Source: an optimization exercise on an open RTL-to-GDS flow (aim: small area and a short achievable clock period). Production flows keep margins and buffers that such runs may drop.
Power figures rest on the tool's default switching activity, not on a simulated workload.

==> flow/design.v <==
module sigmoid8_pla #(
    parameter WIDTH = 16,
    parameter SLICES = 8,
    parameter FP = 12
) (
    input wire clk,
    input wire rst,
    input wire signed [WIDTH - 1:0] x,
    output wire [WIDTH - 1:0] y
);
    localparam [64*13-1:0] TTAB = {13'd1181, 13'd1181, 13'd1181, 13'd1181, 13'd313, 13'd314, 13'd546, 13'd546, 13'd177, 13'd177, 13'd180, 13'd177, 13'd97, 13'd97, 13'd97, 13'd97, 13'd8189, 13'd8190, 13'd34, 13'd34, 13'd11, 13'd11, 13'd8191, 13'd11, 13'd0, 13'd0, 13'd0, 13'd0, 13'd0, 13'd0, 13'd0, 13'd0, 13'd4096, 13'd4096, 13'd4096, 13'd4096, 13'd4096, 13'd4096, 13'd4084, 13'd4096, 13'd4060, 13'd4060, 13'd4060, 13'd4060, 13'd4036, 13'd4037, 13'd3999, 13'd3999, 13'd3900, 13'd3900, 13'd3903, 13'd3900, 13'd3518, 13'd3518, 13'd3518, 13'd3518, 13'd3148, 13'd3149, 13'd2915, 13'd2915, 13'd2048, 13'd2048, 13'd2048, 13'd2048};
    wire [9:0] r3lo = {1'b0, x[8:0]} + {1'b0, x[7:0], 1'b0};
    wire [4:0] r3hi = {2'b0, x[11:9]} + {1'b0, x[11:8]};
    reg [11:0] r_reg;
    reg [8:1] r3l_reg;
    reg [13:9] r3h_reg;
    reg        r3c_reg;
    reg [4:0]  q_reg;
    reg        z_reg;
    always @(posedge clk) begin
        r_reg   <= x[11:0];
        r3l_reg <= r3lo[8:1];
        r3h_reg <= r3hi;
        r3c_reg <= r3lo[9];
        q_reg   <= x[15:11];
        z_reg   <= ~|x[10:0];
    end
    wire [13:0] r3 = {r3h_reg + {{(4){1'b0}}, r3c_reg}, r3l_reg, r_reg[0]};
    reg s23, s99, s369, s867, sc;
    always @(*) begin
        s23 = 1'b0; s99 = 1'b0; s369 = 1'b0; s867 = 1'b0; sc = 1'b0;
        case (q_reg)
            5'd20, 5'd21, 5'd22, 5'd9, 5'd10, 5'd11: s23 = 1'b1;
            5'd23, 5'd24, 5'd25, 5'd6, 5'd7, 5'd8: begin s99 = 1'b1; sc = 1'b1; end
            5'd26, 5'd27, 5'd28, 5'd3, 5'd4, 5'd5: s369 = 1'b1;
            5'd29, 5'd30, 5'd31, 5'd0, 5'd1, 5'd2: begin s867 = 1'b1; sc = 1'b1; end
            default: ;
        endcase
    end
    wire [12:0] tt = TTAB[{q_reg, z_reg}*13 +: 13];
    wire [11:0] nr = ~r_reg;
    wire [22:0] ta = ({23{s23}}  & {6'd0, r3, 3'd0}) |
                     ({23{s99}}  & {4'd0, r3, 5'd0}) |
                     ({23{s369}} & {2'd0, r3, 7'd0}) |
                     ({23{s867}} & {1'd0, r3, 8'd0}) |
                     {18'd0, s369, 3'b0, s23};
    wire [22:0] tb = ({23{s23}}  & {11'd0, nr}) |
                     ({23{s369}} & {7'd0, nr, 4'd0}) |
                     ({23{s867}} & {4'd0, r3, 5'd0});
    wire [22:0] tc = ({23{sc}} & {9'd0, r3}) |
                     ({23{s369}} & {11'd0, r_reg});
    wire [24:0] s1 = {2'b0, ta ^ tb ^ tc};
    wire [24:0] c1 = {1'b0, (ta & tb) | (ta & tc) | (tb & tc), 1'b0};
    wire [6:0] gl = {1'b0, s1[5:0]} + {1'b0, c1[5:0]};
    wire [6:0] gh = {1'b0, s1[11:6]} + {1'b0, c1[11:6]};
    wire ph = &(s1[11:6] ^ c1[11:6]);
    wire [12:0] u1 = s1[24:12];
    wire [12:0] u2 = c1[24:12];
    wire [12:0] u3 = {tt, {(0){1'b0}}};
    wire [12:0] us = u1 ^ u2 ^ u3;
    wire [12:0] uc = {(u1[11:0] & u2[11:0]) | (u1[11:0] & u3[11:0]) | (u2[11:0] & u3[11:0]), 1'b0};
    reg [12:0] hs_reg;
    reg [12:1] hc_reg;
    reg         gl_reg, gh_reg, ph_reg;
    always @(posedge clk) begin
        hs_reg <= us;
        hc_reg <= uc[12:1];
        gl_reg <= gl[6];
        gh_reg <= gh[6];
        ph_reg <= ph;
    end
    wire lc = gh_reg | (ph_reg & gl_reg);
    wire [12:0] ysum = hs_reg + {hc_reg, 1'b0} + {{(12){1'b0}}, lc};
    reg [12:0] f_reg;
    always @(posedge clk) f_reg <= ysum[12:0];
    reg [12:0] y_reg;
    always @(posedge clk or posedge rst) begin
        if (rst) y_reg <= 13'd0;
        else     y_reg <= f_reg;
    end
    assign y = {3'b000, y_reg};
endmodule
export LEC_CHECK = 0
export CAP_MARGIN = 20
export CORE_MARGIN = 2
export CORE_UTILIZATION = 58
export SETUP_SLACK_MARGIN = 3.3
export SLEW_MARGIN = 20
create_clock -name core_clock -period 5.5 [get_ports {clk}]
standard.sh (not shown) runs the stock make flow with config.mk's settings and CLKGATE_MAP_FILE= SYNTH_SCRIPT=/design/flow/synth_recipe.tcl, a recipe that flattens the netlist after the stock synthesis.
==> flow/flow/run.sh <==
#!/bin/bash
# Own layout flow: the standard ORFS flow (standard.sh, unchanged synthesis),
# with a plain buffer on every port instead of the delay cells buffer_ports
# picks by default, and a clock tree with fewer, smaller buffers.
set -euo pipefail
export BUFFER_PORTS_ARGS="-buffer_cell ${OWN_PORT_BUF:-sky130_fd_sc_hd__buf_2}"
export CTS_ARGS="-sink_clustering_enable -repair_clock_nets -sink_clustering_size ${OWN_CTS_SIZE:-30} -sink_clustering_max_diameter ${OWN_CTS_DIAM:-80} -buf_list ${OWN_CTS_BUF:-sky130_fd_sc_hd__clkbuf_8} -dont_use_dummy_load"
bash standard.sh > standard_flow.log 2>&1
Rerun with:
==> flow/design.v (replaced) <==
module sigmoid8_pla #(
    parameter WIDTH = 16,
    parameter SLICES = 8,
    parameter FP = 12
) (
    input wire clk,
    input wire rst,
    input wire signed [WIDTH - 1:0] x,
    output wire [WIDTH - 1:0] y
);
    localparam [64*13-1:0] TTAB = {13'd1181, 13'd1181, 13'd1181, 13'd1181, 13'd313, 13'd314, 13'd546, 13'd546, 13'd177, 13'd177, 13'd180, 13'd177, 13'd97, 13'd97, 13'd97, 13'd97, 13'd8189, 13'd8190, 13'd34, 13'd34, 13'd11, 13'd11, 13'd8191, 13'd11, 13'd0, 13'd0, 13'd0, 13'd0, 13'd0, 13'd0, 13'd0, 13'd0, 13'd4096, 13'd4096, 13'd4096, 13'd4096, 13'd4096, 13'd4096, 13'd4084, 13'd4096, 13'd4060, 13'd4060, 13'd4060, 13'd4060, 13'd4036, 13'd4037, 13'd3999, 13'd3999, 13'd3900, 13'd3900, 13'd3903, 13'd3900, 13'd3518, 13'd3518, 13'd3518, 13'd3518, 13'd3148, 13'd3149, 13'd2915, 13'd2915, 13'd2048, 13'd2048, 13'd2048, 13'd2048};
    reg [15:0] x_reg;
    always @(posedge clk) x_reg <= x;
    wire [9:0] r3lo = {1'b0, x_reg[8:0]} + {1'b0, x_reg[7:0], 1'b0};
    wire [4:0] r3hi = {2'b0, x_reg[11:9]} + {1'b0, x_reg[11:8]};
    reg [11:0] r_reg;
    reg [8:1] r3l_reg;
    reg [13:9] r3h_reg;
    reg        r3c_reg;
    reg [4:0]  q_reg;
    reg        z_reg;
    always @(posedge clk) begin
        r_reg   <= x_reg[11:0];
        r3l_reg <= r3lo[8:1];
        r3h_reg <= r3hi;
        r3c_reg <= r3lo[9];
        q_reg   <= x_reg[15:11];
        z_reg   <= ~|x_reg[10:0];
    end
    wire [13:0] r3 = {r3h_reg + {{(4){1'b0}}, r3c_reg}, r3l_reg, r_reg[0]};
    reg s23, s99, s369, s867, sc;
    always @(*) begin
        s23 = 1'b0; s99 = 1'b0; s369 = 1'b0; s867 = 1'b0; sc = 1'b0;
        case (q_reg)
            5'd20, 5'd21, 5'd22, 5'd9, 5'd10, 5'd11: s23 = 1'b1;
            5'd23, 5'd24, 5'd25, 5'd6, 5'd7, 5'd8: begin s99 = 1'b1; sc = 1'b1; end
            5'd26, 5'd27, 5'd28, 5'd3, 5'd4, 5'd5: s369 = 1'b1;
            5'd29, 5'd30, 5'd31, 5'd0, 5'd1, 5'd2: begin s867 = 1'b1; sc = 1'b1; end
            default: ;
        endcase
    end
    wire [12:0] tt = TTAB[{q_reg, z_reg}*13 +: 13];
    wire [11:0] nr = ~r_reg;
    wire [22:0] ta = ({23{s23}}  & {6'd0, r3, 3'd0}) |
                     ({23{s99}}  & {4'd0, r3, 5'd0}) |
                     ({23{s369}} & {2'd0, r3, 7'd0}) |
                     ({23{s867}} & {1'd0, r3, 8'd0}) |
                     {18'd0, s369, 3'b0, s23};
    wire [22:0] tb = ({23{s23}}  & {11'd0, nr}) |
                     ({23{s369}} & {7'd0, nr, 4'd0}) |
                     ({23{s867}} & {4'd0, r3, 5'd0});
    wire [22:0] tc = ({23{sc}} & {9'd0, r3}) |
                     ({23{s369}} & {11'd0, r_reg});
    wire [24:0] s1 = {2'b0, ta ^ tb ^ tc};
    wire [24:0] c1 = {1'b0, (ta & tb) | (ta & tc) | (tb & tc), 1'b0};
    wire [4:0] gl = {1'b0, s1[3:0]} + {1'b0, c1[3:0]};
    wire [4:0] gh = {1'b0, s1[7:4]} + {1'b0, c1[7:4]};
    wire ph = &(s1[7:4] ^ c1[7:4]);
    wire [16:0] u1 = s1[24:8];
    wire [16:0] u2 = c1[24:8];
    wire [16:0] u3 = {tt, {(4){1'b0}}};
    wire [16:0] us = u1 ^ u2 ^ u3;
    wire [16:0] uc = {(u1[15:0] & u2[15:0]) | (u1[15:0] & u3[15:0]) | (u2[15:0] & u3[15:0]), 1'b0};
    reg [16:0] hs_reg;
    reg [16:1] hc_reg;
    reg         gl_reg, gh_reg, ph_reg;
    always @(posedge clk) begin
        hs_reg <= us;
        hc_reg <= uc[16:1];
        gl_reg <= gl[4];
        gh_reg <= gh[4];
        ph_reg <= ph;
    end
    wire lc = gh_reg | (ph_reg & gl_reg);
    wire [16:0] ysum = hs_reg + {hc_reg, 1'b0} + {{(16){1'b0}}, lc};
    reg [12:0] y_reg;
    always @(posedge clk or posedge rst) begin
        if (rst) y_reg <= 13'd0;
        else     y_reg <= ysum[16:4];
    end
    assign y = {3'b000, y_reg};
endmodule
Outcome: Global-route usage fell by 1.1 points. Total power rises by 3.8%. Final area rose by about 4.7%. Clock-buffer cell count is unchanged. Clock skew climbs by 6.6 ps. Hold slack gains 48 ps. Via count went up by 6.1%. Routed wire length is higher by 1.1%. Sequential cell count increases by 11. Die area rose by about 9%. Clock power grows by about 6%.
No run of this note included a check of the RTL's function; only the layout flow was run.

re-timing with driven ports:
In the flow no input, the clock included, has a driving cell. The finished layouts below were timed again as built, in two steps.
Step 1: set_driving_cell puts a clkbuf_16 on clk and a buf_2 on each other input, an assumption about the parent block.
Step 2, shift: input delay + t, output delay - t, t = (earliest + latest rising clock arrival at the registers) / 2. This alone moves slack from input paths to output paths.
Slacks: ideal ports / drivers / drivers and shift; pairs: ideal ports / drivers.
run | t (ns) | setup slack, ns | hold WS [ns] | worst slew at a driven data input, ns | pins driven straight from the clock port
the first run | 0.372 | 3.280 / 3.277 / 2.905 | 0.332 / 0.332 / 0.332 | 0.06 | 1
the second run | 0.378 | 3.294 / 3.294 / 3.294 | 0.379 / 0.379 / 0.379 | 0.03 | 1
After both steps every run listed still meets setup and hold. The setup slack of the first run, which loses most, moves by -0.003 ns with the drivers and by -0.375 ns with both steps.
